What follows belongs to an exercise in optimizing a design on an open flow for small area, a short achievable clock period and few clock cycles per item; a production flow would make more cautious choices. Only simulation tests tie the RTL to the original design; equivalence was not proved. No run shown here takes its clock network from TritonCTS; it comes from the design's own scripts or RTL. No driver is modelled on the clock port, so clock power and skew are understated where the tree is cut down; a real chip needs a root buffer or a tree. Power figures rest on the tool's default switching activity, not on a simulated workload.

**flow/flow/run.sh**
```bash
#!/bin/bash
# Standard ORFS layout with these changes:
#  - synthesis maps the logic with the ABC script in flow/abc_area.script
#    (same synthesis script otherwise, so registers keep their names and types);
#  - port buffers are sky130_fd_sc_hd__buf_1 instead of the default delay buffer;
#  - the clock tree is a single clkbuf_4 between the clock port and the ten
#    registers (all registers get the same clock arrival), instead of an H-tree.
set -euo pipefail
rm -rf myscripts
cp -r "$FLOW_HOME/scripts" myscripts
cp flow/abc_area.script myscripts/abc_area.script
python3 - <<'PY'
p = 'myscripts/cts.tcl'
s = open(p).read()
old = 'log_cmd clock_tree_synthesis {*}$cts_args'
assert old in s
new = '''# place the one clock buffer at the centre of the registers it drives
set clk_net [[ord::get_db_block] findNet clk]
set sx 0
set sy 0
set sn 0
foreach iterm [$clk_net getITerms] {
  lassign [[$iterm getInst] getLocation] ix iy
  set sx [expr {$sx + $ix}]
  set sy [expr {$sy + $iy}]
  incr sn
}
set cx [ord::dbu_to_microns [expr {$sx / $sn}]]
set cy [ord::dbu_to_microns [expr {$sy / $sn}]]
puts "clock buffer at $cx $cy for $sn registers"
log_cmd insert_buffer -buffer_cell sky130_fd_sc_hd__clkbuf_4 -net [get_nets clk] -location [list $cx $cy] -buffer_name clkbuf_root -net_name clk_root
set_propagated_clock [all_clocks]'''
open(p, 'w').write(s.replace(old, new))
PY
bash standard.sh synth ABC_AREA=1 SCRIPTS_DIR="$PWD/myscripts" > synth.log 2>&1
bash standard.sh finish SCRIPTS_DIR="$PWD/myscripts" "BUFFER_PORTS_ARGS=-buffer_cell sky130_fd_sc_hd__buf_1" > layout.log 2>&1
```
**flow/flow/abc_area.script**
```
strash
dch
map -D 1600
topo
upsize -D 1900
dnsize -D 1900
```
**flow/standard.sh**
```bash
#!/bin/bash
# synth_recipe.tcl (not shown) runs the flow's synth.tcl, then flattens the netlist and writes it again
# the make line also repeats each setting of config.mk as NAME=value (left out here)
make -C /OpenROAD-flow-scripts/flow DESIGN_CONFIG=/design/flow/config.mk WORK_HOME=/design/flow/orfs CLKGATE_MAP_FILE= SYNTH_SCRIPT=/design/flow/synth_recipe.tcl "${@:-finish}"
```
**flow/config.mk**
```make
export PLATFORM = sky130hd
export DESIGN_NAME = Log2
export DESIGN_NICKNAME = Log2
export VERILOG_FILES = /design/flow/design.v
export SDC_FILE = /design/flow/constraint.sdc
export NUM_CORES = 4
export LEC_CHECK = 0
export CAP_MARGIN = 20
export CORE_AREA = 2.5 2.5 61.5 61.5
export DIE_AREA = 0 0 64 64
export SLEW_MARGIN = 20
```
**flow/constraint.sdc**
```tcl
create_clock -name core_clock -period 10.0 [get_ports {clk}]
set_input_delay 2.0000 -clock core_clock [delete_from_list [all_inputs] [get_ports {clk}]]
set_output_delay 2.0000 -clock core_clock [all_outputs]
set_load 0.01 [all_outputs]
```
**flow/design.v**
```verilog
module Log2(
  input clk,
  input reset,
  input h,
  output reg flag,
  input [7:0] in,
  output reg [7:0] out
);
  reg busy;
  wire [7:0] lut;
  always @(posedge clk or posedge reset) begin
    if (reset) begin
      busy <= 1'b0;
      flag <= 1'b0;
    end else begin
      busy <= h;
      flag <= busy | (flag & ~h);
    end
  end
  always @(posedge clk) begin
    if (busy)
      out <= lut;
    else if (h | ~flag)
      out <= in;
  end
  log2_lut u_lut (.x(out), .y(lut));
endmodule
module log2_lut(input [7:0] x, output [7:0] y);
  wire [7:0] oh;
  assign oh[7] = x[7];
  assign oh[6] = ~x[7] & x[6];
  assign oh[5] = ~|x[7:6] & x[5];
  assign oh[4] = ~|x[7:5] & x[4];
  assign oh[3] = ~|x[7:4] & x[3];
  assign oh[2] = ~|x[7:3] & x[2];
  assign oh[1] = ~|x[7:2] & x[1];
  assign oh[0] = ~|x[7:1];
  wire [2:0] p = {|oh[7:4], |{oh[7:6],oh[3:2]}, |{oh[7],oh[5],oh[3],oh[1]}};
  wire [13:0] xe = {x[6:0], 7'b0};
  wire [6:0] n = ({7{oh[7]}} & x[6:0]) | ({7{oh[6]}} & {x[5:0],1'b0}) | ({7{oh[5]}} & {x[4:0],2'b0})
               | ({7{oh[4]}} & {x[3:0],3'b0}) | ({7{oh[3]}} & {x[2:0],4'b0}) | ({7{oh[2]}} & {x[1:0],5'b0})
               | ({7{oh[1]}} & {x[0],6'b0});
  wire [4:0] g;
  g7 u_g (.n(n), .g(g));
  assign y = {p, g};
endmodule
module g7(input [6:0] n, output [4:0] g);
  wire new_n13, new_n14, new_n15, new_n16, new_n17, new_n19, new_n20,
    new_n21, new_n22, new_n23, new_n24, new_n25, new_n26, new_n27, new_n28,
    new_n29, new_n30, new_n31, new_n32, new_n33, new_n34, new_n35, new_n36,
    new_n37, new_n38, new_n39, new_n40, new_n41, new_n42, new_n43, new_n44,
    new_n45, new_n46, new_n47, new_n48, new_n49, new_n50, new_n51, new_n52,
    new_n53, new_n54, new_n55, new_n56, new_n57, new_n58, new_n59, new_n60,
    new_n61, new_n62, new_n63, new_n64, new_n65, new_n66, new_n68, new_n69,
    new_n70, new_n72, new_n73, new_n74, new_n75, new_n76, new_n77, new_n78,
    new_n80, new_n81, new_n82, new_n83, new_n84;
  assign new_n13 = n[2] & n[1];
  assign new_n14 = ~n[3] & ~new_n13;
  assign new_n15 = ~n[6] & n[5];
  assign new_n16 = n[4] & new_n15;
  assign new_n17 = ~new_n14 & new_n16;
  assign g[4] = n[6] | new_n17;
  assign new_n19 = n[4] & n[3];
  assign new_n20 = n[6] & n[5];
  assign new_n21 = ~n[6] & ~n[5];
  assign new_n22 = ~n[2] & new_n21;
  assign new_n23 = ~new_n20 & ~new_n22;
  assign new_n24 = n[3] & n[2];
  assign new_n25 = ~n[0] & ~new_n15;
  assign new_n26 = new_n24 & new_n25;
  assign new_n27 = n[6] & new_n19;
  assign new_n28 = n[1] & ~new_n27;
  assign new_n29 = ~new_n26 & new_n28;
  assign new_n30 = ~new_n19 & ~new_n21;
  assign new_n31 = n[0] & ~new_n30;
  assign new_n32 = n[4] & new_n21;
  assign new_n33 = ~new_n20 & ~new_n32;
  assign new_n34 = ~new_n31 & new_n33;
  assign new_n35 = ~n[2] & ~new_n34;
  assign new_n36 = ~new_n29 & ~new_n35;
  assign new_n37 = n[1] & n[0];
  assign new_n38 = n[6] & ~n[5];
  assign new_n39 = ~n[4] & ~n[3];
  assign new_n40 = ~n[1] & ~n[0];
  assign new_n41 = new_n39 & ~new_n40;
  assign new_n42 = ~new_n38 & new_n41;
  assign new_n43 = ~new_n27 & ~new_n42;
  assign new_n44 = ~new_n37 & ~new_n43;
  assign new_n45 = ~n[3] & n[0];
  assign new_n46 = ~n[6] & n[1];
  assign new_n47 = new_n45 & ~new_n46;
  assign new_n48 = ~n[5] & n[4];
  assign new_n49 = ~new_n40 & new_n48;
  assign new_n50 = ~new_n47 & new_n49;
  assign new_n51 = ~new_n44 & ~new_n50;
  assign new_n52 = ~new_n36 & new_n51;
  assign new_n53 = ~new_n19 & new_n21;
  assign new_n54 = ~new_n39 & ~new_n45;
  assign new_n55 = new_n53 & new_n54;
  assign new_n56 = ~n[4] & new_n20;
  assign new_n57 = n[2] & ~new_n56;
  assign new_n58 = ~new_n55 & new_n57;
  assign new_n59 = ~new_n52 & ~new_n58;
  assign new_n60 = new_n37 & new_n56;
  assign new_n61 = new_n29 & new_n58;
  assign new_n62 = ~new_n60 & ~new_n61;
  assign new_n63 = ~new_n59 & new_n62;
  assign new_n64 = ~new_n48 & ~new_n56;
  assign new_n65 = ~n[3] & new_n13;
  assign new_n66 = ~new_n64 & new_n65;
  assign g[0] = new_n63 | new_n66;
  assign new_n68 = ~new_n23 & g[0];
  assign new_n69 = new_n19 & ~new_n68;
  assign new_n70 = ~n[5] & ~new_n69;
  assign g[3] = ~new_n17 & ~new_n70;
  assign new_n72 = ~n[5] & new_n69;
  assign new_n73 = ~new_n17 & ~new_n72;
  assign new_n74 = ~n[4] & new_n21;
  assign new_n75 = ~new_n24 & new_n74;
  assign new_n76 = ~new_n68 & ~new_n75;
  assign new_n77 = ~new_n14 & new_n76;
  assign new_n78 = ~n[4] & ~new_n77;
  assign g[2] = new_n73 & ~new_n78;
  assign new_n80 = new_n14 & ~new_n76;
  assign new_n81 = n[4] & new_n73;
  assign new_n82 = n[3] & new_n61;
  assign new_n83 = new_n77 & ~new_n82;
  assign new_n84 = ~new_n81 & new_n83;
  assign g[1] = ~new_n80 & ~new_n84;
endmodule
```
==> results of run 1 <==
==> where the power goes <==
group          internal, mW  switching, mW  total, mW
logic                0.0260         0.0530     0.0790
clock network       0.00480         0.0101     0.0149
registers            0.0527        0.00925     0.0619
total                0.0834         0.0724      0.156
==> layer usage <==
metal | GRT usage | routed length [um] | vias up
li1 | - | - | 524
met1 | 0.162 | 1100 | 444
met2 | 0.178 | 961 | 48
met3 | 0.00880 | 177 | 4
met4 | 0.0217 | 27 | 0
met5 | 0 | 0 | -
==> logic make-up (layout without fill, tap and decap cells) <==
family                 count (synthesis)  count (layout)
AO/OA/AOI/OAI                         38              38
buffers and inverters                 21              41
flip-flops                            10              10
AND/OR/NAND/NOR                       69              69
==> cell type report, without the clock buffers <==
class	count	area, sq um	share of cell area
flip-flops and latches	10	290	0.280
inverters	21	78.8	0.0761
repair buffers	19	71.3	0.0688
well taps	46	57.6	0.0556
multi-input cells	107	531	0.512
==> tightest hold or removal path: cells and delay by family (launching register included) <==
| family | cells | cell delay (ns) |
|---|---|---|
| compound gates | 1 | 0.06 |
| buf+inv | 1 | 0.06 |
| flops | 1 | 0.40 |
==> layout by cell type (no fill, tap or decap), drive strengths merged <==
master	count
a21boi	1
o221ai	1
nand4	4
and3	1
buf	19
a31oi	3
a22oi	5
o21ai	14
nor3	2
clkbuf	1
nand2	32
o41ai	1
inv	1
o22ai	2
edfxtp	8
o32ai	1
nor4	1
clkinv	20
o211ai	1
o31ai	1
dfrtp	2
nand3	6
a21oi	8
nor2	23
==> worst max-delay path by stage <==
stage | start | end | slack [ns] | depth (start not counted)
5_1_grt | out[7] | out[2] | 6.91 | 15
6_report | out[7] | out[7] | 7.11 | 1
4_1_cts | out[7] | out[7] | 7.12 | 1
2_1_floorplan | h | out[0] | 7.45 | 2
3_3_place_gp | h | out[6] | 7.21 | 3
3_5_place_dp | h | out[5] | 7.21 | 3
==> metrics by stage <==
stage	total power [mW]	util	hold slack (ns)
floorplan	0.120	-	0.561
global placement	0.143	0.308	0.523
detailed placement	0.141	0.308	0.533
CTS	0.155	0.310	0.547
global route	0.169	0.310	0.620
finish	0.156	0.310	0.547
==> state kept, by name, indices dropped and copies added, names as in the netlist <==
name  cells
out       8
flag      1
busy      1
==> results.py, run 1 <==
metrics = {
    "run_status": {
        "outcome": "finished clean",
    },
    "timing": {
        "fin_crit_sh": 0.289,
        "worst_slack_ns": 7.11,
        "setup_viol": 0,
        "finalCriticalPeriod_ns": 2.89,
        "rsz0062_at_grt": "no",
        "finClkSkew_ns": 0.000493,
        "timing.slew.headroom": 0.682,
        "setup_tns_ns": 0,
        "fmax_mhz": 346,
        "worstMarginPinSlew_ns": 0.471,
        "hold_viol": 0,
        "slew_viol_final": 0,
    },
    "critical_path": {
        "cp.arrival_ns": 0.89,
        "crit_path_end_kind": "primary output",
        "slowest_stage": "edfxtp_1",
        "rrSetupSlack_ns": 7.21,
        "path_cells": "buf_1",
        "path_buf_inv": 1,
        "critPathMaxStageDelay_ns": 0.53,
        "path_delay_family": "flip-flops",
        "r2r_end": "out[1]",
        "worstPathMaxFanout": 9,
        "r2r-start": "out[7]",
        "reg2reg_depth": 16,
        "critical_path_class": "flip-flop to primary output",
        "required_ns": 8.00,
        "start_kind": "flip-flop",
    },
    "floorplanning": {
        "die_y_um": 64,
        "die-area_sq_um": 4100,
        "pin_count": 20,
        "core.rowCount": 21,
        "start_util": 0.270,
        "core_sq_um": 3340,
        "die_width_um": 64,
    },
    "synthesis": {
        "netlist_top_cells_area": "edfxtp_1 27%, nand2_1 13%, nor2_1 8.8%",
        "mappedNetlistNets": 149,
        "synth_cell_types": 26,
        "postSynth.asyncResetShare": 0.200,
        "yosysTopAreaCellShare": 0.267,
        "synth-xor-area-share": 0,
        "synth-main-ff-cell": "edfxtp_1",
        "ys_warn_count": 1,
        "ys_ff_latch": 10,
        "syn_inst": 138,
        "ys_seq_area_frac": 0.323,
        "synthMuxAreaShare": 0,
        "yosys.area_share.simple": 0.328,
        "synth-compound-area-share": 0.261,
        "syn_area_per_cell_sq_um": 6.52,
        "synth_top_cell_by_area": "edfxtp_1",
        "yosysMostFrequentCell": "nand2_1",
        "ys_top_cells_by_count": "32 x nand2_1, 21 x nor2_1, 20 x clkinv_1",
        "synthAdderAreaFrac": 0,
        "netlist_area_sq_um": 900,
        "synth_top_family_by_area": "simple AND/OR/NAND/NOR gates",
        "synth_edf_count": 8,
    },
    "final_layout": {
        "insertedDiodeCount": 0,
        "fin_area_sq_um": 1040,
        "final_cells": 204,
        "n_fill_cell": 363,
        "nets": 171,
        "layout-drive-gt1-share": 0.0443,
        "syn_to_final_growth_pct": 15.2,
    },
    "clock_network": {
        "post_cts_buffers": 0,
        "clk_latency_ns": 0.16,
        "ctsResizeCount": 0,
        "clk_pin_slew_ns": 0.10,
        "holdBufCountCts": 0,
    },
    "grt": {
        "grt_pass1_vias": 922,
        "antenna_found_initial": 0,
        "grt_start_max_net_pins": 13,
        "track_usage": 0.111,
        "grt_pass1_wl_um": 3880,
        "grt-ovfl-total": 0,
    },
    "placed_design": {
        "place_area_sq_um": 1030,
        "port_buffers": 19,
        "dpl.cell_count": 203,
        "place.gp.congestion": 0.877,
        "dp_hpwl_um": 1880,
        "pre_cts_ws_ns": 7.21,
    },
    "detailed_routing": {
        "vias": 1020,
        "finalWirelength_um": 2260,
        "ant_nets": 0,
        "drc": 0,
        "routedWlPerCell_um": 11.1,
        "firstDrtPassIters": 4,
        "drtIter0Drc": 54,
        "routed_via_density": 5.00,
    },
    "min_path": {
        "min_from": "flag",
        "hold_path_depth": 2,
        "min_path_type": "flip-flop to flip-flop",
        "whs_endpoint": "flag",
    },
    "job": {
        "maxCapViolations": 0,
    },
    "power": {
        "ir_drop_mv": 0.0584,
        "p_leak_nw": 0.359,
        "powerDensity_nw_per_um2": 150,
    },
}
Testbench counts, summed over its fixed seeds: cycles 8,192, conversions 4,096.
==> run 2: changes to the inputs <==
--- a/flow/flow/run.sh
+++ b/flow/flow/run.sh
@@ -3,7 +3,7 @@
 #  - synthesis maps the logic with the ABC script in flow/abc_area.script
 #    (same synthesis script otherwise, so registers keep their names and types);
 #  - port buffers are sky130_fd_sc_hd__buf_1 instead of the default delay buffer;
-#  - the clock tree is a single clkbuf_4 between the clock port and the ten
+#  - the clock tree is a single clkbuf_8 between the clock port and the ten
 #    registers (all registers get the same clock arrival), instead of an H-tree.
 set -euo pipefail
 rm -rf myscripts
@@ -28,9 +28,9 @@
 set cx [ord::dbu_to_microns [expr {$sx / $sn}]]
 set cy [ord::dbu_to_microns [expr {$sy / $sn}]]
 puts "clock buffer at $cx $cy for $sn registers"
-log_cmd insert_buffer -buffer_cell sky130_fd_sc_hd__clkbuf_4 -net [get_nets clk] -location [list $cx $cy] -buffer_name clkbuf_root -net_name clk_root
+log_cmd insert_buffer -buffer_cell sky130_fd_sc_hd__clkbuf_8 -net [get_nets clk] -location [list $cx $cy] -buffer_name clkbuf_root -net_name clk_root
 set_propagated_clock [all_clocks]'''
 open(p, 'w').write(s.replace(old, new))
 PY
 bash standard.sh synth ABC_AREA=1 SCRIPTS_DIR="$PWD/myscripts" > synth.log 2>&1
-bash standard.sh finish SCRIPTS_DIR="$PWD/myscripts" "BUFFER_PORTS_ARGS=-buffer_cell sky130_fd_sc_hd__buf_1" > layout.log 2>&1
+bash standard.sh finish SETUP_SLACK_MARGIN=7.2 SETUP_MOVE_SEQUENCE=sizeup,swap SCRIPTS_DIR="$PWD/myscripts" "BUFFER_PORTS_ARGS=-buffer_cell sky130_fd_sc_hd__buf_1" > layout.log 2>&1
==> run 2 against run 1 <==
Compared with the run above:
- synthesized cell count unchanged
- die area unchanged
- worst hold slack got worse by 0.0071 ns
- first-iteration DRC count increased by 39%
- largest cell class unchanged
- largest power group unchanged
==> results.py, run 2 <==
metrics = {
    "final_layout": {
        "n_fill_cell": 361,
        "layout-drive-gt1-share": 0.152,
        "reg_top3": "out: 8 flops, busy: 1 flops, flag: 1 flops",
        "final_common_cell": "nand2_1",
        "layout_common_cells": "29 x nand2_1, 20 x nor2_1, 17 x buf_1, 16 x clkinv_1, 10 x o21ai_0",
        "fin_area_sq_um": 1140,
        "largest_reg_flops": 8,
        "syn_to_final_growth_pct": 26.4,
        "nets": 171,
        "fin_util": 0.341,
        "final_cells": 204,
        "regMostFlops": "out",
        "insertedDiodeCount": 0,
    },
    "detailed_routing": {
        "firstDrtPassIters": 4,
        "ant_nets": 0,
        "routed_via_density": 5.10,
        "vias": 1040,
        "drc": 0,
        "drtIter0Drc": 75,
        "routedWlPerCell_um": 11.9,
        "finalWirelength_um": 2430,
    },
    "clock_network": {
        "clk_pin_slew_ns": 0.07,
        "clk_latency_ns": 0.13,
        "holdBufCountCts": 0,
        "post_cts_buffers": 0,
    },
    "synthesis": {
        "ys_top_cells_by_count": "32 x nand2_1, 21 x nor2_1, 20 x clkinv_1",
        "synth-main-ff-cell": "edfxtp_1",
        "synth_cell_types": 26,
        "syn_inst": 138,
        "synth_top_cell_by_area": "edfxtp_1",
        "mappedNetlistNets": 149,
        "netlist_top_cells_area": "edfxtp_1 27%, nand2_1 13%, nor2_1 8.8%",
        "ys_warn_count": 1,
        "netlist_area_sq_um": 900,
        "ys_seq_area_frac": 0.323,
        "ys_ff_latch": 10,
        "yosysTopAreaCellShare": 0.267,
        "postSynth.asyncResetShare": 0.200,
        "yosysMostFrequentCell": "nand2_1",
        "syn_area_per_cell_sq_um": 6.52,
        "synth_edf_count": 8,
    },
    "critical_path": {
        "critPathMaxStageDelay_ns": 0.54,
        "cp.arrival_ns": 0.88,
        "worstPathMaxFanout": 9,
        "path_delay_family": "flip-flops",
        "path_buf_inv": 1,
        "crit_path_end_kind": "primary output",
        "slowest_stage": "edfxtp_1",
        "required_ns": 8.00,
        "start_kind": "flip-flop",
        "path_cells": "buf_2",
        "critical_path_class": "flip-flop to primary output",
    },
    "timing": {
        "setup_viol": 0,
        "finClkSkew_ns": 0.000956,
        "slew_viol_final": 0,
        "rsz0062_at_grt": "yes",
        "setup_tns_ns": 0,
        "worstMarginPinSlew_ns": 0.401,
        "finalCriticalPeriod_ns": 2.88,
        "timing.slew.headroom": 0.733,
        "hold_ws_ns": 0.540,
        "fin_crit_sh": 0.288,
        "fmax_mhz": 347,
        "worst_slack_ns": 7.12,
        "hold_viol": 0,
    },
    "floorplanning": {
        "start_util": 0.270,
        "pin_count": 20,
        "core_sq_um": 3340,
        "die_y_um": 64,
        "core.rowCount": 21,
        "die-area_sq_um": 4100,
        "die_width_um": 64,
    },
    "grt": {
        "antenna_found_initial": 0,
        "grt_start_max_net_pins": 13,
        "grt-ovfl-total": 0,
        "track_usage": 0.111,
        "grt_pass1_vias": 924,
        "grt_pass1_wl_um": 3880,
    },
    "power": {
        "ir_drop_mv": 0.0615,
        "p_leak_nw": 0.424,
        "powerDensity_nw_per_um2": 149,
        "power.total_mw": 0.170,
    },
    "placed_design": {
        "place_area_sq_um": 1030,
        "pre_cts_ws_ns": 7.21,
        "dp_hpwl_um": 1880,
        "place.gp.congestion": 0.877,
        "port_buffers": 19,
        "dpl.cell_count": 203,
    },
    "run_status": {
        "outcome": "finished clean",
    },
    "min_path": {
        "min_path_type": "flip-flop to flip-flop",
    },
    "job": {
        "maxCapViolations": 0,
    },
}
[run 2: power by group]
part / total [mW] / switching (mW) / internal [mW] / leakage, nW
Combinational: 0.0870 / 0.0582 / 0.0288 / 0.313
Clock: 0.0195 / 0.0104 / 0.00912 / 0.00719
Sequential: 0.0632 / 0.0104 / 0.0528 / 0.104
[run 2: timing repair]
item | in CTS | in global routing
endpoints found under the hold margin | 0 | 0
pin swaps | 0 | 3
endpoints found under the setup margin | 2 | 7
gates resized for setup | 0 | 28
[run 2: metal layers]
metal	global-route usage	part of all wire	routed length, um	vias up
li1	-	-	-	526
met1	0.163	0.47	1130	473
met2	0.177	0.46	1110	37
met3	0.00880	0.061	149	4
met4	0.0245	0.014	34	0
met5	0	0	0	-
[run 2: cells by family after synthesis]
kind of cell	after synthesis	share of synthesized area
AND/OR/NAND/NOR	69	0.328
buffers and inverters	21	0.0876
flip-flops	10	0.323
AO/OA/AOI/OAI	38	0.261
[run 2: worst paths after layout]
path                       cells after the start  slack, ns    from  endpoint
setup / recovery                               1       7.12  out[7]    out[7]
hold / removal                                 2       0.54    flag      flag
setup reg to reg                              15       7.38  out[7]    out[1]
hold reg to reg                                2       0.54    flag      flag
max in group asynchronous                      2       8.24   reset      busy
min in group asynchronous                      2       1.66   reset      flag
[run 2: final cells by class, without the clock buffers]
type / count / area, sq um / area share
multi-input combinational: 107 / 623 / 0.548
sequential: 10 / 290 / 0.255
inverter: 21 / 78.8 / 0.0693
timing repair buffer: 19 / 73.8 / 0.0649
tap: 46 / 57.6 / 0.0506

[port drivers added, routing unchanged]
Ports are ideal in the flow. The routed layouts listed here were re-timed in OpenROAD.
Step 1 assumes that a clkbuf_16 drives the clock port and a buf_2 every other input.
Step 2 times the ports against the registers' clock, not the clock port: input delays grow and output delays shrink by t, the midpoint of the rising clock arrivals with the driver on.
Slacks: ideal / step 1 / step 2; pairs: ideal / step 1.
run | shift t [ns] | setup slack, ns | hold WS [ns]
run 1 | 0.180 | 7.113 / 7.096 / 7.212 | 0.547 / 0.547 / 0.547
run 2 | 0.154 | 7.121 / 7.099 / 7.219 | 0.540 / 0.540 / 0.540
After both steps setup and hold are still met in every run listed.
